Background: an optimization exercise with open tools, aiming at small area. Do not read the settings as production practice.
Where RTL was checked, it was by simulation tests only, not by an equivalence proof against the original.
The RTL of run 2 was laid out without a check of its function.
Power figures rest on the tool's default switching activity, not on a simulated workload.

==> flow/design.v (outline; a module is shown in full before it is edited, if it fits) <==
// module fa_cell: 6 lines
// module ixnor_cell: 5 lines
// module ior_cell: 5 lines
// module bsel: 5 lines
// module bpp_n: 5 lines
// module bpp_p: 5 lines
// module mul16: 788 lines
// module dpg_e: 6 lines
// module dpg_o: 6 lines
// module dcy_e: 5 lines
// module dcy_o: 5 lines
// module dx_e: 5 lines
// module dx_o: 5 lines
// module dsel_e: 5 lines
// module dsum_e: 5 lines
// module dsum_o: 5 lines
// module qfix: 5 lines
// module dmux: 5 lines
// module dsel_o: 5 lines
// module div16: 716 lines
// module addsub16: 13 lines
// module ALU: 9 lines
// module alu16: 33 lines
module alu16(clk, rst, a, b, ctrl, res, R15);
  // ...
==> flow/flow/run.sh <==
#!/bin/bash
cp standard.sh standard_sh_copy.txt
export BUFFER_PORTS_ARGS="-buffer_cell sky130_fd_sc_hd__buf_1"
bash standard.sh > standard.log 2>&1
==> flow/standard.sh <==
#!/bin/bash
# synth_recipe.tcl (not shown) runs the flow's synth.tcl, then flattens the netlist and writes it again
# the make line also repeats each setting of config.mk as NAME=value (left out here)
make -C /OpenROAD-flow-scripts/flow DESIGN_CONFIG=/design/flow/config.mk WORK_HOME=/design/flow/orfs CLKGATE_MAP_FILE= SYNTH_SCRIPT=/design/flow/synth_recipe.tcl "${@:-finish}"
==> flow/config.mk <==
export PLATFORM = sky130hd
export DESIGN_NAME = alu16
export DESIGN_NICKNAME = alu16
export VERILOG_FILES = /design/flow/design.v
export SDC_FILE = /design/flow/constraint.sdc
export NUM_CORES = 4
export LEC_CHECK = 0
export CAP_MARGIN = 20
export CORE_MARGIN = 2
export CORE_UTILIZATION = 40
export SLEW_MARGIN = 20
export SYNTH_HIERARCHICAL = 1
export SYNTH_MINIMUM_KEEP_SIZE = 0
==> flow/constraint.sdc <==
create_clock -name core_clock -period 40.0 [get_ports {clk}]
set_input_delay 8.0000 -clock core_clock [delete_from_list [all_inputs] [get_ports {clk}]]
set_output_delay 8.0000 -clock core_clock [all_outputs]
set_load 0.01 [all_outputs]
==> flow_summary.json, run 1 <==
{
  "overflow": 0,
  "status": "no timing/DRC/antenna violations",
  "start_util": 0.403,
  "power.group.top": "combinational logic",
  "internal_power_mw": 0.591,
  "pg_comb_mw": 1.14,
  "start_kind": "input port",
  "syn_area_um2": 15000,
  "finalHoldViolCount": 0,
  "yosysTopAreaCellShare": 0.180,
  "placed_area_um2": 16500,
  "clock_sinks": 32,
  "wl_met1_um": 20200,
  "synthDistinctLibCells": 64,
  "cts.clk_slew.worst_paths_ps": 60,
  "p_clk_frac": 0.034,
  "total_power_mw": 1.24,
  "worstHoldStart": "R15[12]$_DFFE_PN0P_",
  "p_seq_frac": 0.047,
  "p_sw_frac": 0.523,
  "pwr_density_cell_nw_per_um2": 71.5,
  "final_common_cell": "xnor2_1",
  "multiInputGateArea_um2": 14200,
  "grt_pass1_vias": 13870,
  "gr-max-usage-layer": "met2",
  "post_cts_resized": 0,
  "pwr.group.clock_mw": 0.0416,
  "io_buffers": 69,
  "fillers": 3685
}
==> run 2, diff against run 1 <==
--- a/flow/design.v
+++ b/flow/design.v
@@ -864,98 +864,116 @@
 	output t;
 	assign t = xn ^ cn;
 endmodule
 module qfix (q0, o, s, qj, y);
 	input q0, o, s, qj;
 	output y;
 	assign y = qj ^ (s & (q0 | o));
 endmodule
+module dabs16 (x, y);
+	input [15:0] x;
+	output [15:0] y;
+	genvar g;
+	generate
+		for (g = 0; g < 16; g = g + 1) begin : m
+			if (g == 0) begin : m0
+				assign y[0] = x[0];
+			end else begin : mn
+				assign y[g] = x[g] ^ (x[15] & (|x[g-1:0]));
+			end
+		end
+	endgenerate
+endmodule
+module dzero (b, z);
+	input [15:0] b;
+	output [16:0] z;
+	assign z[16] = 1'b1;
+	assign z[0] = ~(|b);
+	genvar g;
+	generate
+		for (g = 1; g < 16; g = g + 1) begin : zz
+			assign z[g] = b[15] ? ((&b[15:g]) & (|b[g-1:0])) : ~(|b[15:g]);
+		end
+	endgenerate
+endmodule
+module dq_e (p, g, c, z, q);
+	input p, g, c, z;
+	output q;
+	assign q = (g | c) & p & z;
+endmodule
+module dq_o (pn, gn, cn, zn, q);
+	input pn, gn, cn, zn;
+	output q;
+	assign q = ~(pn | (gn & cn) | zn);
+endmodule
 module dmux (s, a1n, a0n, y);
 	input s, a1n, a0n;
 	output y;
 	assign y = ~(s ? a1n : a0n);
 endmodule
 module dsel_o (xn, cn, q, p, rn);
 	input xn, cn, q, p;
 	output rn;
 	assign rn = q ? ~(xn ^ cn) : ~p;
 endmodule
 module div16 (a, b, quo, rem);
 	input [15:0] a, b;
 	output [15:0] quo, rem;
 	wire sa = a[15];
 	wire sb = b[15];
 	wire [15:0] A, D, nD;
-	genvar g;
-	generate
-		for (g = 0; g < 16; g = g + 1) begin : mag
-			if (g == 0) begin : m0
-				assign A[0] = a[0];
-				assign D[0] = b[0];
-			end else begin : mn
-				assign A[g] = a[g] ^ (sa & (|a[g-1:0]));
-				assign D[g] = b[g] ^ (sb & (|b[g-1:0]));
-			end
-		end
-	endgenerate
-	assign nD = ~D;
 	wire [16:0] z;
-	assign z[16] = 1'b1;
-	assign z[0] = ~(|b);
-	generate
-		for (g = 1; g < 16; g = g + 1) begin : zz
-			assign z[g] = sb ? ((&b[15:g]) & (|b[g-1:0])) : ~(|b[15:g]);
-		end
-	endgenerate
+	dabs16 u_absa (.x(a), .y(A));
+	dabs16 u_absb (.x(b), .y(D));
+	assign nD = ~D;
+	dzero u_z (.b(b), .z(z));
+	genvar g;
 	wire [15:0] q;
 	wire r15c1 = ~(A[15] | nD[0]);
 	assign q[15] = ~r15c1 & z[1];
 	wire r15r0;
 	dmux um15 (.s(q[15]), .a1n(~(A[15] ^ D[0])), .a0n(~A[15]), .y(r15r0));
 	wire r14c1 = ~(A[14] | nD[0]);
 	wire r14a1, r14b1, r14c2, r14r1, r14a1x;
 	dpg_o ug14_1 (.p(r15r0), .nd(nD[1]), .pn(r14a1), .gn(r14b1));
-	dcy_o uc14_1 (.pn(r14a1), .gn(r14b1), .cn(r14c1), .c(r14c2));
+	dq_o uq14 (.pn(r14a1), .gn(r14b1), .cn(r14c1), .zn(~z[2]), .q(q[14]));
 	dx_o ux14_1 (.pn(r14a1), .gn(r14b1), .xn(r14a1x));
 	dsel_o us14_1 (.xn(r14a1x), .cn(r14c1), .q(q[14]), .p(r15r0), .rn(r14r1));
-	assign q[14] = r14c2 & z[2];
 	wire r14r0;
 	dmux um14 (.s(q[14]), .a1n(~(A[14] ^ D[0])), .a0n(~A[14]), .y(r14r0));
 	wire r13c1 = ~(A[13] | nD[0]);
 	wire r13a1, r13b1, r13c2, r13r1, r13a1x;
 	dpg_o ug13_1 (.p(r14r0), .nd(nD[1]), .pn(r13a1), .gn(r13b1));
 	dcy_o uc13_1 (.pn(r13a1), .gn(r13b1), .cn(r13c1), .c(r13c2));
 	dx_o ux13_1 (.pn(r13a1), .gn(r13b1), .xn(r13a1x));
 	dsel_o us13_1 (.xn(r13a1x), .cn(r13c1), .q(q[13]), .p(r14r0), .rn(r13r1));
 	wire r13a2, r13b2, r13c3, r13r2, r13a2x;
 	dpg_e ug13_2 (.pn(r14r1), .d(D[2]), .p(r13a2), .g(r13b2));
-	dcy_e uc13_2 (.p(r13a2), .g(r13b2), .c(r13c2), .cn(r13c3));
+	dq_e uq13 (.p(r13a2), .g(r13b2), .c(r13c2), .z(z[3]), .q(q[13]));
 	dx_e ux13_2 (.p(r13a2), .g(r13b2), .xn(r13a2x));
 	dsel_e us13_2 (.xn(r13a2x), .c(r13c2), .q(q[13]), .pn(r14r1), .r(r13r2));
-	assign q[13] = ~r13c3 & z[3];
 	wire r13r0;
 	dmux um13 (.s(q[13]), .a1n(~(A[13] ^ D[0])), .a0n(~A[13]), .y(r13r0));
 	wire r12c1 = ~(A[12] | nD[0]);
 	wire r12a1, r12b1, r12c2, r12r1, r12a1x;
 	dpg_o ug12_1 (.p(r13r0), .nd(nD[1]), .pn(r12a1), .gn(r12b1));
 	dcy_o uc12_1 (.pn(r12a1), .gn(r12b1), .cn(r12c1), .c(r12c2));
 	dx_o ux12_1 (.pn(r12a1), .gn(r12b1), .xn(r12a1x));
 	dsel_o us12_1 (.xn(r12a1x), .cn(r12c1), .q(q[12]), .p(r13r0), .rn(r12r1));
 	wire r12a2, r12b2, r12c3, r12r2, r12a2x;
 	dpg_e ug12_2 (.pn(r13r1), .d(D[2]), .p(r12a2), .g(r12b2));
 	dcy_e uc12_2 (.p(r12a2), .g(r12b2), .c(r12c2), .cn(r12c3));
 	dx_e ux12_2 (.p(r12a2), .g(r12b2), .xn(r12a2x));
 	dsel_e us12_2 (.xn(r12a2x), .c(r12c2), .q(q[12]), .pn(r13r1), .r(r12r2));
 	wire r12a3, r12b3, r12c4, r12r3, r12a3x;
 	dpg_o ug12_3 (.p(r13r2), .nd(nD[3]), .pn(r12a3), .gn(r12b3));
-	dcy_o uc12_3 (.pn(r12a3), .gn(r12b3), .cn(r12c3), .c(r12c4));
+	dq_o uq12 (.pn(r12a3), .gn(r12b3), .cn(r12c3), .zn(~z[4]), .q(q[12]));
 	dx_o ux12_3 (.pn(r12a3), .gn(r12b3), .xn(r12a3x));
 	dsel_o us12_3 (.xn(r12a3x), .cn(r12c3), .q(q[12]), .p(r13r2), .rn(r12r3));
-	assign q[12] = r12c4 & z[4];
 	wire r12r0;
 	dmux um12 (.s(q[12]), .a1n(~(A[12] ^ D[0])), .a0n(~A[12]), .y(r12r0));
 	wire r11c1 = ~(A[11] | nD[0]);
 	wire r11a1, r11b1, r11c2, r11r1, r11a1x;
 	dpg_o ug11_1 (.p(r12r0), .nd(nD[1]), .pn(r11a1), .gn(r11b1));
 	dcy_o uc11_1 (.pn(r11a1), .gn(r11b1), .cn(r11c1), .c(r11c2));
 	dx_o ux11_1 (.pn(r11a1), .gn(r11b1), .xn(r11a1x));
 	dsel_o us11_1 (.xn(r11a1x), .cn(r11c1), .q(q[11]), .p(r12r0), .rn(r11r1));
@@ -966,20 +984,19 @@
 	dsel_e us11_2 (.xn(r11a2x), .c(r11c2), .q(q[11]), .pn(r12r1), .r(r11r2));
 	wire r11a3, r11b3, r11c4, r11r3, r11a3x;
 	dpg_o ug11_3 (.p(r12r2), .nd(nD[3]), .pn(r11a3), .gn(r11b3));
 	dcy_o uc11_3 (.pn(r11a3), .gn(r11b3), .cn(r11c3), .c(r11c4));
 	dx_o ux11_3 (.pn(r11a3), .gn(r11b3), .xn(r11a3x));
 	dsel_o us11_3 (.xn(r11a3x), .cn(r11c3), .q(q[11]), .p(r12r2), .rn(r11r3));
 	wire r11a4, r11b4, r11c5, r11r4, r11a4x;
 	dpg_e ug11_4 (.pn(r12r3), .d(D[4]), .p(r11a4), .g(r11b4));
-	dcy_e uc11_4 (.p(r11a4), .g(r11b4), .c(r11c4), .cn(r11c5));
+	dq_e uq11 (.p(r11a4), .g(r11b4), .c(r11c4), .z(z[5]), .q(q[11]));
 	dx_e ux11_4 (.p(r11a4), .g(r11b4), .xn(r11a4x));
 	dsel_e us11_4 (.xn(r11a4x), .c(r11c4), .q(q[11]), .pn(r12r3), .r(r11r4));
-	assign q[11] = ~r11c5 & z[5];
 	wire r11r0;
 	dmux um11 (.s(q[11]), .a1n(~(A[11] ^ D[0])), .a0n(~A[11]), .y(r11r0));
 	wire r10c1 = ~(A[10] | nD[0]);
 	wire r10a1, r10b1, r10c2, r10r1, r10a1x;
 	dpg_o ug10_1 (.p(r11r0), .nd(nD[1]), .pn(r10a1), .gn(r10b1));
 	dcy_o uc10_1 (.pn(r10a1), .gn(r10b1), .cn(r10c1), .c(r10c2));
 	dx_o ux10_1 (.pn(r10a1), .gn(r10b1), .xn(r10a1x));
 	dsel_o us10_1 (.xn(r10a1x), .cn(r10c1), .q(q[10]), .p(r11r0), .rn(r10r1));
@@ -995,20 +1012,19 @@
 	dsel_o us10_3 (.xn(r10a3x), .cn(r10c3), .q(q[10]), .p(r11r2), .rn(r10r3));
 	wire r10a4, r10b4, r10c5, r10r4, r10a4x;
 	dpg_e ug10_4 (.pn(r11r3), .d(D[4]), .p(r10a4), .g(r10b4));
 	dcy_e uc10_4 (.p(r10a4), .g(r10b4), .c(r10c4), .cn(r10c5));
 	dx_e ux10_4 (.p(r10a4), .g(r10b4), .xn(r10a4x));
 	dsel_e us10_4 (.xn(r10a4x), .c(r10c4), .q(q[10]), .pn(r11r3), .r(r10r4));
 	wire r10a5, r10b5, r10c6, r10r5, r10a5x;
 	dpg_o ug10_5 (.p(r11r4), .nd(nD[5]), .pn(r10a5), .gn(r10b5));
-	dcy_o uc10_5 (.pn(r10a5), .gn(r10b5), .cn(r10c5), .c(r10c6));
+	dq_o uq10 (.pn(r10a5), .gn(r10b5), .cn(r10c5), .zn(~z[6]), .q(q[10]));
 	dx_o ux10_5 (.pn(r10a5), .gn(r10b5), .xn(r10a5x));
 	dsel_o us10_5 (.xn(r10a5x), .cn(r10c5), .q(q[10]), .p(r11r4), .rn(r10r5));
-	assign q[10] = r10c6 & z[6];
 	wire r10r0;
 	dmux um10 (.s(q[10]), .a1n(~(A[10] ^ D[0])), .a0n(~A[10]), .y(r10r0));
 	wire r9c1 = ~(A[9] | nD[0]);
 	wire r9a1, r9b1, r9c2, r9r1, r9a1x;
 	dpg_o ug9_1 (.p(r10r0), .nd(nD[1]), .pn(r9a1), .gn(r9b1));
 	dcy_o uc9_1 (.pn(r9a1), .gn(r9b1), .cn(r9c1), .c(r9c2));
 	dx_o ux9_1 (.pn(r9a1), .gn(r9b1), .xn(r9a1x));
 	dsel_o us9_1 (.xn(r9a1x), .cn(r9c1), .q(q[9]), .p(r10r0), .rn(r9r1));
@@ -1029,20 +1045,19 @@
 	dsel_e us9_4 (.xn(r9a4x), .c(r9c4), .q(q[9]), .pn(r10r3), .r(r9r4));
 	wire r9a5, r9b5, r9c6, r9r5, r9a5x;
 	dpg_o ug9_5 (.p(r10r4), .nd(nD[5]), .pn(r9a5), .gn(r9b5));
 	dcy_o uc9_5 (.pn(r9a5), .gn(r9b5), .cn(r9c5), .c(r9c6));
 	dx_o ux9_5 (.pn(r9a5), .gn(r9b5), .xn(r9a5x));
 	dsel_o us9_5 (.xn(r9a5x), .cn(r9c5), .q(q[9]), .p(r10r4), .rn(r9r5));
 	wire r9a6, r9b6, r9c7, r9r6, r9a6x;
 	dpg_e ug9_6 (.pn(r10r5), .d(D[6]), .p(r9a6), .g(r9b6));
-	dcy_e uc9_6 (.p(r9a6), .g(r9b6), .c(r9c6), .cn(r9c7));
+	dq_e uq9 (.p(r9a6), .g(r9b6), .c(r9c6), .z(z[7]), .q(q[9]));
 	dx_e ux9_6 (.p(r9a6), .g(r9b6), .xn(r9a6x));
 	dsel_e us9_6 (.xn(r9a6x), .c(r9c6), .q(q[9]), .pn(r10r5), .r(r9r6));
-	assign q[9] = ~r9c7 & z[7];
 	wire r9r0;
 	dmux um9 (.s(q[9]), .a1n(~(A[9] ^ D[0])), .a0n(~A[9]), .y(r9r0));
 	wire r8c1 = ~(A[8] | nD[0]);
 	wire r8a1, r8b1, r8c2, r8r1, r8a1x;
 	dpg_o ug8_1 (.p(r9r0), .nd(nD[1]), .pn(r8a1), .gn(r8b1));
 	dcy_o uc8_1 (.pn(r8a1), .gn(r8b1), .cn(r8c1), .c(r8c2));
 	dx_o ux8_1 (.pn(r8a1), .gn(r8b1), .xn(r8a1x));
 	dsel_o us8_1 (.xn(r8a1x), .cn(r8c1), .q(q[8]), .p(r9r0), .rn(r8r1));
@@ -1068,20 +1083,19 @@
 	dsel_o us8_5 (.xn(r8a5x), .cn(r8c5), .q(q[8]), .p(r9r4), .rn(r8r5));
 	wire r8a6, r8b6, r8c7, r8r6, r8a6x;
 	dpg_e ug8_6 (.pn(r9r5), .d(D[6]), .p(r8a6), .g(r8b6));
 	dcy_e uc8_6 (.p(r8a6), .g(r8b6), .c(r8c6), .cn(r8c7));
 	dx_e ux8_6 (.p(r8a6), .g(r8b6), .xn(r8a6x));
 	dsel_e us8_6 (.xn(r8a6x), .c(r8c6), .q(q[8]), .pn(r9r5), .r(r8r6));
 	wire r8a7, r8b7, r8c8, r8r7, r8a7x;
 	dpg_o ug8_7 (.p(r9r6), .nd(nD[7]), .pn(r8a7), .gn(r8b7));
-	dcy_o uc8_7 (.pn(r8a7), .gn(r8b7), .cn(r8c7), .c(r8c8));
+	dq_o uq8 (.pn(r8a7), .gn(r8b7), .cn(r8c7), .zn(~z[8]), .q(q[8]));
 	dx_o ux8_7 (.pn(r8a7), .gn(r8b7), .xn(r8a7x));
 	dsel_o us8_7 (.xn(r8a7x), .cn(r8c7), .q(q[8]), .p(r9r6), .rn(r8r7));
-	assign q[8] = r8c8 & z[8];
 	wire r8r0;
 	dmux um8 (.s(q[8]), .a1n(~(A[8] ^ D[0])), .a0n(~A[8]), .y(r8r0));
 	wire r7c1 = ~(A[7] | nD[0]);
 	wire r7a1, r7b1, r7c2, r7r1, r7a1x;
 	dpg_o ug7_1 (.p(r8r0), .nd(nD[1]), .pn(r7a1), .gn(r7b1));
 	dcy_o uc7_1 (.pn(r7a1), .gn(r7b1), .cn(r7c1), .c(r7c2));
 	dx_o ux7_1 (.pn(r7a1), .gn(r7b1), .xn(r7a1x));
 	dsel_o us7_1 (.xn(r7a1x), .cn(r7c1), .q(q[7]), .p(r8r0), .rn(r7r1));
@@ -1112,20 +1126,19 @@
 	dsel_e us7_6 (.xn(r7a6x), .c(r7c6), .q(q[7]), .pn(r8r5), .r(r7r6));
 	wire r7a7, r7b7, r7c8, r7r7, r7a7x;
 	dpg_o ug7_7 (.p(r8r6), .nd(nD[7]), .pn(r7a7), .gn(r7b7));
 	dcy_o uc7_7 (.pn(r7a7), .gn(r7b7), .cn(r7c7), .c(r7c8));
 	dx_o ux7_7 (.pn(r7a7), .gn(r7b7), .xn(r7a7x));
 	dsel_o us7_7 (.xn(r7a7x), .cn(r7c7), .q(q[7]), .p(r8r6), .rn(r7r7));
 	wire r7a8, r7b8, r7c9, r7r8, r7a8x;
 	dpg_e ug7_8 (.pn(r8r7), .d(D[8]), .p(r7a8), .g(r7b8));
-	dcy_e uc7_8 (.p(r7a8), .g(r7b8), .c(r7c8), .cn(r7c9));
+	dq_e uq7 (.p(r7a8), .g(r7b8), .c(r7c8), .z(z[9]), .q(q[7]));
 	dx_e ux7_8 (.p(r7a8), .g(r7b8), .xn(r7a8x));
 	dsel_e us7_8 (.xn(r7a8x), .c(r7c8), .q(q[7]), .pn(r8r7), .r(r7r8));
-	assign q[7] = ~r7c9 & z[9];
 	wire r7r0;
 	dmux um7 (.s(q[7]), .a1n(~(A[7] ^ D[0])), .a0n(~A[7]), .y(r7r0));
 	wire r6c1 = ~(A[6] | nD[0]);
 	wire r6a1, r6b1, r6c2, r6r1, r6a1x;
 	dpg_o ug6_1 (.p(r7r0), .nd(nD[1]), .pn(r6a1), .gn(r6b1));
 	dcy_o uc6_1 (.pn(r6a1), .gn(r6b1), .cn(r6c1), .c(r6c2));
 	dx_o ux6_1 (.pn(r6a1), .gn(r6b1), .xn(r6a1x));
 	dsel_o us6_1 (.xn(r6a1x), .cn(r6c1), .q(q[6]), .p(r7r0), .rn(r6r1));
@@ -1161,20 +1174,19 @@
 	dsel_o us6_7 (.xn(r6a7x), .cn(r6c7), .q(q[6]), .p(r7r6), .rn(r6r7));
 	wire r6a8, r6b8, r6c9, r6r8, r6a8x;
 	dpg_e ug6_8 (.pn(r7r7), .d(D[8]), .p(r6a8), .g(r6b8));
 	dcy_e uc6_8 (.p(r6a8), .g(r6b8), .c(r6c8), .cn(r6c9));
 	dx_e ux6_8 (.p(r6a8), .g(r6b8), .xn(r6a8x));
 	dsel_e us6_8 (.xn(r6a8x), .c(r6c8), .q(q[6]), .pn(r7r7), .r(r6r8));
 	wire r6a9, r6b9, r6c10, r6r9, r6a9x;
 	dpg_o ug6_9 (.p(r7r8), .nd(nD[9]), .pn(r6a9), .gn(r6b9));
-	dcy_o uc6_9 (.pn(r6a9), .gn(r6b9), .cn(r6c9), .c(r6c10));
+	dq_o uq6 (.pn(r6a9), .gn(r6b9), .cn(r6c9), .zn(~z[10]), .q(q[6]));
 	dx_o ux6_9 (.pn(r6a9), .gn(r6b9), .xn(r6a9x));
 	dsel_o us6_9 (.xn(r6a9x), .cn(r6c9), .q(q[6]), .p(r7r8), .rn(r6r9));
-	assign q[6] = r6c10 & z[10];
 	wire r6r0;
 	dmux um6 (.s(q[6]), .a1n(~(A[6] ^ D[0])), .a0n(~A[6]), .y(r6r0));
 	wire r5c1 = ~(A[5] | nD[0]);
 	wire r5a1, r5b1, r5c2, r5r1, r5a1x;
 	dpg_o ug5_1 (.p(r6r0), .nd(nD[1]), .pn(r5a1), .gn(r5b1));
 	dcy_o uc5_1 (.pn(r5a1), .gn(r5b1), .cn(r5c1), .c(r5c2));
 	dx_o ux5_1 (.pn(r5a1), .gn(r5b1), .xn(r5a1x));
 	dsel_o us5_1 (.xn(r5a1x), .cn(r5c1), .q(q[5]), .p(r6r0), .rn(r5r1));
@@ -1215,20 +1227,19 @@
 	dsel_e us5_8 (.xn(r5a8x), .c(r5c8), .q(q[5]), .pn(r6r7), .r(r5r8));
 	wire r5a9, r5b9, r5c10, r5r9, r5a9x;
 	dpg_o ug5_9 (.p(r6r8), .nd(nD[9]), .pn(r5a9), .gn(r5b9));
 	dcy_o uc5_9 (.pn(r5a9), .gn(r5b9), .cn(r5c9), .c(r5c10));
 	dx_o ux5_9 (.pn(r5a9), .gn(r5b9), .xn(r5a9x));
 	dsel_o us5_9 (.xn(r5a9x), .cn(r5c9), .q(q[5]), .p(r6r8), .rn(r5r9));
 	wire r5a10, r5b10, r5c11, r5r10, r5a10x;
 	dpg_e ug5_10 (.pn(r6r9), .d(D[10]), .p(r5a10), .g(r5b10));
-	dcy_e uc5_10 (.p(r5a10), .g(r5b10), .c(r5c10), .cn(r5c11));
+	dq_e uq5 (.p(r5a10), .g(r5b10), .c(r5c10), .z(z[11]), .q(q[5]));
 	dx_e ux5_10 (.p(r5a10), .g(r5b10), .xn(r5a10x));
 	dsel_e us5_10 (.xn(r5a10x), .c(r5c10), .q(q[5]), .pn(r6r9), .r(r5r10));
-	assign q[5] = ~r5c11 & z[11];
 	wire r5r0;
 	dmux um5 (.s(q[5]), .a1n(~(A[5] ^ D[0])), .a0n(~A[5]), .y(r5r0));
 	wire r4c1 = ~(A[4] | nD[0]);
 	wire r4a1, r4b1, r4c2, r4r1, r4a1x;
 	dpg_o ug4_1 (.p(r5r0), .nd(nD[1]), .pn(r4a1), .gn(r4b1));
 	dcy_o uc4_1 (.pn(r4a1), .gn(r4b1), .cn(r4c1), .c(r4c2));
 	dx_o ux4_1 (.pn(r4a1), .gn(r4b1), .xn(r4a1x));
 	dsel_o us4_1 (.xn(r4a1x), .cn(r4c1), .q(q[4]), .p(r5r0), .rn(r4r1));
@@ -1274,20 +1285,19 @@
 	dsel_o us4_9 (.xn(r4a9x), .cn(r4c9), .q(q[4]), .p(r5r8), .rn(r4r9));
 	wire r4a10, r4b10, r4c11, r4r10, r4a10x;
 	dpg_e ug4_10 (.pn(r5r9), .d(D[10]), .p(r4a10), .g(r4b10));
 	dcy_e uc4_10 (.p(r4a10), .g(r4b10), .c(r4c10), .cn(r4c11));
 	dx_e ux4_10 (.p(r4a10), .g(r4b10), .xn(r4a10x));
 	dsel_e us4_10 (.xn(r4a10x), .c(r4c10), .q(q[4]), .pn(r5r9), .r(r4r10));
 	wire r4a11, r4b11, r4c12, r4r11, r4a11x;
 	dpg_o ug4_11 (.p(r5r10), .nd(nD[11]), .pn(r4a11), .gn(r4b11));
-	dcy_o uc4_11 (.pn(r4a11), .gn(r4b11), .cn(r4c11), .c(r4c12));
+	dq_o uq4 (.pn(r4a11), .gn(r4b11), .cn(r4c11), .zn(~z[12]), .q(q[4]));
 	dx_o ux4_11 (.pn(r4a11), .gn(r4b11), .xn(r4a11x));
 	dsel_o us4_11 (.xn(r4a11x), .cn(r4c11), .q(q[4]), .p(r5r10), .rn(r4r11));
-	assign q[4] = r4c12 & z[12];
 	wire r4r0;
 	dmux um4 (.s(q[4]), .a1n(~(A[4] ^ D[0])), .a0n(~A[4]), .y(r4r0));
 	wire r3c1 = ~(A[3] | nD[0]);
 	wire r3a1, r3b1, r3c2, r3r1, r3a1x;
 	dpg_o ug3_1 (.p(r4r0), .nd(nD[1]), .pn(r3a1), .gn(r3b1));
 	dcy_o uc3_1 (.pn(r3a1), .gn(r3b1), .cn(r3c1), .c(r3c2));
 	dx_o ux3_1 (.pn(r3a1), .gn(r3b1), .xn(r3a1x));
 	dsel_o us3_1 (.xn(r3a1x), .cn(r3c1), .q(q[3]), .p(r4r0), .rn(r3r1));
@@ -1338,20 +1348,19 @@
 	dsel_e us3_10 (.xn(r3a10x), .c(r3c10), .q(q[3]), .pn(r4r9), .r(r3r10));
 	wire r3a11, r3b11, r3c12, r3r11, r3a11x;
 	dpg_o ug3_11 (.p(r4r10), .nd(nD[11]), .pn(r3a11), .gn(r3b11));
 	dcy_o uc3_11 (.pn(r3a11), .gn(r3b11), .cn(r3c11), .c(r3c12));
 	dx_o ux3_11 (.pn(r3a11), .gn(r3b11), .xn(r3a11x));
 	dsel_o us3_11 (.xn(r3a11x), .cn(r3c11), .q(q[3]), .p(r4r10), .rn(r3r11));
 	wire r3a12, r3b12, r3c13, r3r12, r3a12x;
 	dpg_e ug3_12 (.pn(r4r11), .d(D[12]), .p(r3a12), .g(r3b12));
-	dcy_e uc3_12 (.p(r3a12), .g(r3b12), .c(r3c12), .cn(r3c13));
+	dq_e uq3 (.p(r3a12), .g(r3b12), .c(r3c12), .z(z[13]), .q(q[3]));
 	dx_e ux3_12 (.p(r3a12), .g(r3b12), .xn(r3a12x));
 	dsel_e us3_12 (.xn(r3a12x), .c(r3c12), .q(q[3]), .pn(r4r11), .r(r3r12));
-	assign q[3] = ~r3c13 & z[13];
 	wire r3r0;
 	dmux um3 (.s(q[3]), .a1n(~(A[3] ^ D[0])), .a0n(~A[3]), .y(r3r0));
 	wire r2c1 = ~(A[2] | nD[0]);
 	wire r2a1, r2b1, r2c2, r2r1, r2a1x;
 	dpg_o ug2_1 (.p(r3r0), .nd(nD[1]), .pn(r2a1), .gn(r2b1));
 	dcy_o uc2_1 (.pn(r2a1), .gn(r2b1), .cn(r2c1), .c(r2c2));
 	dx_o ux2_1 (.pn(r2a1), .gn(r2b1), .xn(r2a1x));
 	dsel_o us2_1 (.xn(r2a1x), .cn(r2c1), .q(q[2]), .p(r3r0), .rn(r2r1));
@@ -1407,20 +1416,19 @@
 	dsel_o us2_11 (.xn(r2a11x), .cn(r2c11), .q(q[2]), .p(r3r10), .rn(r2r11));
 	wire r2a12, r2b12, r2c13, r2r12, r2a12x;
 	dpg_e ug2_12 (.pn(r3r11), .d(D[12]), .p(r2a12), .g(r2b12));
 	dcy_e uc2_12 (.p(r2a12), .g(r2b12), .c(r2c12), .cn(r2c13));
 	dx_e ux2_12 (.p(r2a12), .g(r2b12), .xn(r2a12x));
 	dsel_e us2_12 (.xn(r2a12x), .c(r2c12), .q(q[2]), .pn(r3r11), .r(r2r12));
 	wire r2a13, r2b13, r2c14, r2r13, r2a13x;
 	dpg_o ug2_13 (.p(r3r12), .nd(nD[13]), .pn(r2a13), .gn(r2b13));
-	dcy_o uc2_13 (.pn(r2a13), .gn(r2b13), .cn(r2c13), .c(r2c14));
+	dq_o uq2 (.pn(r2a13), .gn(r2b13), .cn(r2c13), .zn(~z[14]), .q(q[2]));
 	dx_o ux2_13 (.pn(r2a13), .gn(r2b13), .xn(r2a13x));
 	dsel_o us2_13 (.xn(r2a13x), .cn(r2c13), .q(q[2]), .p(r3r12), .rn(r2r13));
-	assign q[2] = r2c14 & z[14];
 	wire r2r0;
 	dmux um2 (.s(q[2]), .a1n(~(A[2] ^ D[0])), .a0n(~A[2]), .y(r2r0));
 	wire r1c1 = ~(A[1] | nD[0]);
 	wire r1a1, r1b1, r1c2, r1r1, r1a1x;
 	dpg_o ug1_1 (.p(r2r0), .nd(nD[1]), .pn(r1a1), .gn(r1b1));
 	dcy_o uc1_1 (.pn(r1a1), .gn(r1b1), .cn(r1c1), .c(r1c2));
 	dx_o ux1_1 (.pn(r1a1), .gn(r1b1), .xn(r1a1x));
 	dsel_o us1_1 (.xn(r1a1x), .cn(r1c1), .q(q[1]), .p(r2r0), .rn(r1r1));
@@ -1481,20 +1489,19 @@
 	dsel_e us1_12 (.xn(r1a12x), .c(r1c12), .q(q[1]), .pn(r2r11), .r(r1r12));
 	wire r1a13, r1b13, r1c14, r1r13, r1a13x;
 	dpg_o ug1_13 (.p(r2r12), .nd(nD[13]), .pn(r1a13), .gn(r1b13));
 	dcy_o uc1_13 (.pn(r1a13), .gn(r1b13), .cn(r1c13), .c(r1c14));
 	dx_o ux1_13 (.pn(r1a13), .gn(r1b13), .xn(r1a13x));
 	dsel_o us1_13 (.xn(r1a13x), .cn(r1c13), .q(q[1]), .p(r2r12), .rn(r1r13));
 	wire r1a14, r1b14, r1c15, r1r14, r1a14x;
 	dpg_e ug1_14 (.pn(r2r13), .d(D[14]), .p(r1a14), .g(r1b14));
-	dcy_e uc1_14 (.p(r1a14), .g(r1b14), .c(r1c14), .cn(r1c15));
+	dq_e uq1 (.p(r1a14), .g(r1b14), .c(r1c14), .z(z[15]), .q(q[1]));
 	dx_e ux1_14 (.p(r1a14), .g(r1b14), .xn(r1a14x));
 	dsel_e us1_14 (.xn(r1a14x), .c(r1c14), .q(q[1]), .pn(r2r13), .r(r1r14));
-	assign q[1] = ~r1c15 & z[15];
 	wire r1r0;
 	dmux um1 (.s(q[1]), .a1n(~(A[1] ^ D[0])), .a0n(~A[1]), .y(r1r0));
 	wire r0c1 = ~(A[0] | nD[0]);
 	wire r0a1, r0b1, r0c2, r0r1, r0a1x;
 	dpg_o ug0_1 (.p(r1r0), .nd(nD[1]), .pn(r0a1), .gn(r0b1));
 	dcy_o uc0_1 (.pn(r0a1), .gn(r0b1), .cn(r0c1), .c(r0c2));
 	dx_o ux0_1 (.pn(r0a1), .gn(r0b1), .xn(r0a1x));
 	dsum_o us0_1 (.xn(r0a1x), .cn(r0c1), .t(r0r1));
@@ -1560,20 +1567,19 @@
 	dsum_o us0_13 (.xn(r0a13x), .cn(r0c13), .t(r0r13));
 	wire r0a14, r0b14, r0c15, r0r14, r0a14x;
 	dpg_e ug0_14 (.pn(r1r13), .d(D[14]), .p(r0a14), .g(r0b14));
 	dcy_e uc0_14 (.p(r0a14), .g(r0b14), .c(r0c14), .cn(r0c15));
 	dx_e ux0_14 (.p(r0a14), .g(r0b14), .xn(r0a14x));
 	dsum_e us0_14 (.xn(r0a14x), .c(r0c14), .t(r0r14));
 	wire r0a15, r0b15, r0c16, r0r15, r0a15x;
 	dpg_o ug0_15 (.p(r1r14), .nd(nD[15]), .pn(r0a15), .gn(r0b15));
-	dcy_o uc0_15 (.pn(r0a15), .gn(r0b15), .cn(r0c15), .c(r0c16));
+	dq_o uq0 (.pn(r0a15), .gn(r0b15), .cn(r0c15), .zn(~z[16]), .q(q[0]));
 	dx_o ux0_15 (.pn(r0a15), .gn(r0b15), .xn(r0a15x));
 	dsum_o us0_15 (.xn(r0a15x), .cn(r0c15), .t(r0r15));
-	assign q[0] = r0c16 & z[16];
 	wire [15:0] T = {r0r15, r0r14, r0r13, r0r12, r0r11, r0r10, r0r9, r0r8, r0r7, r0r6, r0r5, r0r4, r0r3, r0r2, r0r1, (A[0] ^ D[0])};
 	wire [15:0] Pt = {r1r14, ~r1r13, r1r12, ~r1r11, r1r10, ~r1r9, r1r8, ~r1r7, r1r6, ~r1r5, r1r4, ~r1r3, r1r2, ~r1r1, r1r0, A[0]};
 	wire [15:0] RT, RP;
 	assign RT[0] = T[0];
 	assign RP[0] = Pt[0];
 	generate
 		for (g = 1; g < 16; g = g + 1) begin : rfx
 			assign RT[g] = T[g] ^ (sa & (|T[g-1:0]));
==> run 2 against run 1 <==
  * Clock power rose by 12%
  * Count of clock-buffer cells in the layout is 3 lower
  * Critical path type unchanged
  * Clock skew is the same
  * Highest routed layer unchanged
  * Via count up 0.87%
  * Non-clock buffer count down 34
  * Sequential power grew 1%
  * Hold slack improved by 14 ps
  * Critical endpoint is now res[9]$_DFFE_PN0P_
  * Final cell count down 0.73%
  * Routed wire length grew 2.2%
==> flow_summary.json, run 2 <==
{
  "syn-instance-count": 1850,
  "grt_pass1_wl_um": 75400,
  "dr.pass1.iters": 5,
  "overflow": 0,
  "max_freq_ghz": 0.0263,
  "ys_ff_latch": 32,
  "start_util": 0.403,
  "async_reset_ff_frac": 1.00,
  "crit_fanout": 14,
  "cts_root_buf": "clkbuf_16",
  "path_common_cell": "a21oi_2",
  "p_clk_frac": 0.036,
  "pwr_density_cell_nw_per_um2": 76.6,
  "io_buffers": 69,
  "ant_nets": 0,
  "nets": 2160,
  "grt_pass1_vias": 13769,
  "crit_path_end_kind": "register",
  "internal_power_mw": 0.603,
  "wirelength_um": 49100,
  "routedWlPerCell_um": 20.1,
  "pre_cts_slack_ps": -427,
  "p_sw_frac": 0.533,
  "remaining_drc_errors": 0,
  "final_cells": 2446,
  "final_cell_mix": "xnor2_1 (219), nand2_1 (173), o22ai_1 (167)",
  "yosysMostFrequentCell": "xnor2_1",
  "vias": 14294,
  "required_ps": 40220,
  "cp.arrival_ps": 38240,
  "path_delay_family": "compound AO/OA/AOI/OAI gates",
  "synthDistinctLibCells": 59,
  "finalCriticalPeriod_ps": 38030,
  "viasPerCell": 5.84,
  "fin_skew_ps": 0,
  "grt_max_degree": 65,
  "num_rows": 71,
  "final_common_cell": "xnor2_1",
  "synth_edf_count": 0,
  "slew_headroom": 0.224,
  "placed_cells": 2417,
  "ioPinCount": 70,
  "dieHeight_um": 198,
  "antenna_found_initial": 0,
  "clock_sinks": 32,
  "synth_ff_type": "dfrtp_1",
  "final.setup.tns_ps": 0,
  "yosysSeqAreaShare": 0.0532,
  "dp_hpwl_um": 36500,
  "fp.dieW_um": 198,
  "synth_area_leader_cell": "fa_1",
  "max_stage_delay_ps": 560,
  "cts_tree": "yes",
  "htree_levels": 2,
  "path_buf_inv": 10,
  "dieArea_um2": 39200,
  "finalHoldViolCount": 0,
  "gp_congestion": 0.896,
  "status": "no timing/DRC/antenna violations",
  "largest_registers": "R15 x16, res x16",
  "stdcell_area_um2": 16900,
  "ys_warn_count": 7,
  "yosysTopAreaCellShare": 0.180,
  "drt-initial-drc-count": 1005,
  "finalSetupViolations": 0,
  "worst_pin_slew_ps": 1160,
  "slew_violations": 0,
  "comb_power_share": 0.918,
  "fillers": 3690,
  "critPathSlowestCell": "nor4_2",
  "setup_ws_ps": 1970,
  "clk_latency_ps": 290,
  "cts_hold_buf": 0,
  "placed_area_um2": 16300,
  "path_class": "in -> reg",
  "start_kind": "input port",
  "worst_hold_slack_ps": 488,
  "grt.total_usage": 0.245,
  "core_area_um2": 37300,
  "synthToLayoutAreaGrowth_pct": 12.0,
  "drv_cap": 0,
  "hold_path.class": "reg -> reg",
  "cts.clk_slew.worst_paths_ps": 60,
  "period_share": 0.951,
  "cts_made_buffers": 5,
  "clockBufferDepth": 2,
  "syn_avg_cell_area_um2": 8.13,
  "synth_top_cells_by_count": "xnor2_1 (227), nand2_1 (173), o22ai_1 (167)",
  "p_sw_mw": 0.689,
  "n_antenna_cell": 0,
  "max-vdd-ir-drop_uv": 106,
  "p_seq_frac": 0.045,
  "drive_above_1_share": 0.145,
  "p_leak_nw": 6.38,
  "syn_area_um2": 15000,
  "synth.area.top_cells": "fa_1 (18%), xnor2_1 (13%), mux2i_1 (10%)"
}
[run 2: modules after synthesis, one instance, submodules excluded, a selection]
module      copies in the design  cells inside  flip-flops and latches  cell area, µm²
dzero                          1            63                       0             363
dpg_o                         64             2                       0            7.51
bpp_p                          8             1                       0            8.76
dpg_e                         56             2                       0            7.51
alu16                          1           204                      32            1890
qfix                          15             2                       0            17.5
mul16                          1            94                       0             587
ixnor_cell                    32             1                       0            8.76
dq_e                           7             1                       0            10.0
[run 2: kinds of logic after synthesis]
logic type	synth area share
compound gates	0.183
xor+xnor	0.224
fa+ha+maj	0.204
buf+inv	0.0494
flops	0.0532
mux	0.0998
other cells	0.000748
simple gates	0.186
[run 2: repair_timing]
| item | 4_1_cts | 5_1_grt |
|---|---|---|
| resized for setup | 1 | 63 |
| pin swaps | 1 | 6 |
| endpoints found under the setup margin | 19 | 32 |
| gates cloned | 0 | 1 |
| setup buffers | 3 | 17 |
[run 2: final timing paths]
kind | start | end | slack (ps) | cells past startpoint
max | b[8] | res[9]$_DFFE_PN0P_ | 1970 | 164
max in group asynchronous | rst | res[10]$_DFFE_PN0P_ | 31580 | 1
min in group asynchronous | rst | R15[6]$_DFFE_PN0P_ | 7820 | 1
max reg2reg | res[6]$_DFFE_PN0P_ | res[6]$_DFFE_PN0P_ | 39120 | 1
min | R15[9]$_DFFE_PN0P_ | R15[9]$_DFFE_PN0P_ | 490 | 2
min reg2reg | R15[9]$_DFFE_PN0P_ | R15[9]$_DFFE_PN0P_ | 490 | 2
[run 2: final cells by class]
type                    count  area, µm²  share of cell area
inverters                  88        330              0.0196
flip-flops and latches     32        801              0.0475
clock buffers               5        125             0.00742
well taps                 474        593              0.0352
repair buffers            166       1030              0.0614
multi-input cells        1678      13900               0.826
clock inverters             3       42.5             0.00252
[run 2: power by group through the flow]
stage	sequential, mW	clock (mW)	combinational (mW)
floorplan	0.0605	0	0.989
global route	0.0594	0.0481	1.29
global placement	0.0587	0	1.13
finish	0.0586	0.0468	1.19
detailed placement	0.0589	0	1.15
CTS	0.0584	0.0470	1.16
[run 2: per-layer routing]
metal	share of wire	up-vias	GRT usage
li1	-	6620	-
met4	0.029	0	0.0769
met3	0.064	108	0.0221
met2	0.47	542	0.416
met5	0	-	0
met1	0.43	7024	0.330
[run 2: stage by stage]
stage | utilization | power [mW]
floorplan | - | 1.05
global placement | 0.435 | 1.19
detailed placement | 0.436 | 1.21
CTS | 0.441 | 1.27
global route | 0.452 | 1.40
finish | 0.452 | 1.29

re-timing with driven ports:
Ports are ideal in the flow. The routed layouts listed here were re-timed in OpenROAD. Step 1, drivers: a clkbuf_16 drives clk and a buf_2 each remaining input, both assumed. Step 2, shift: input delay + t, output delay - t, t = (earliest + latest rising clock arrival at the registers) / 2. This alone moves slack from input paths to output paths. Three values: ideal, step 1, step 2; two values: the first two.
| run | t (ns) | slack for setup (ns) | worst setup path after step 2 | worst data-port slew with drivers (ns) | pins driven straight from the clock port |
|---|---|---|---|---|---|
| run 1 | 0.336 | 1.862 / 1.879 / 1.543 | input to register | 0.06 | 1 |
| run 2 | 0.338 | 1.973 / 1.990 / 1.652 | input to register | 0.04 | 1 |
After both steps setup and hold are still met in every run listed. The setup slack of run 2, which loses most, moves by +0.017 ns with the drivers and by -0.321 ns with both steps.
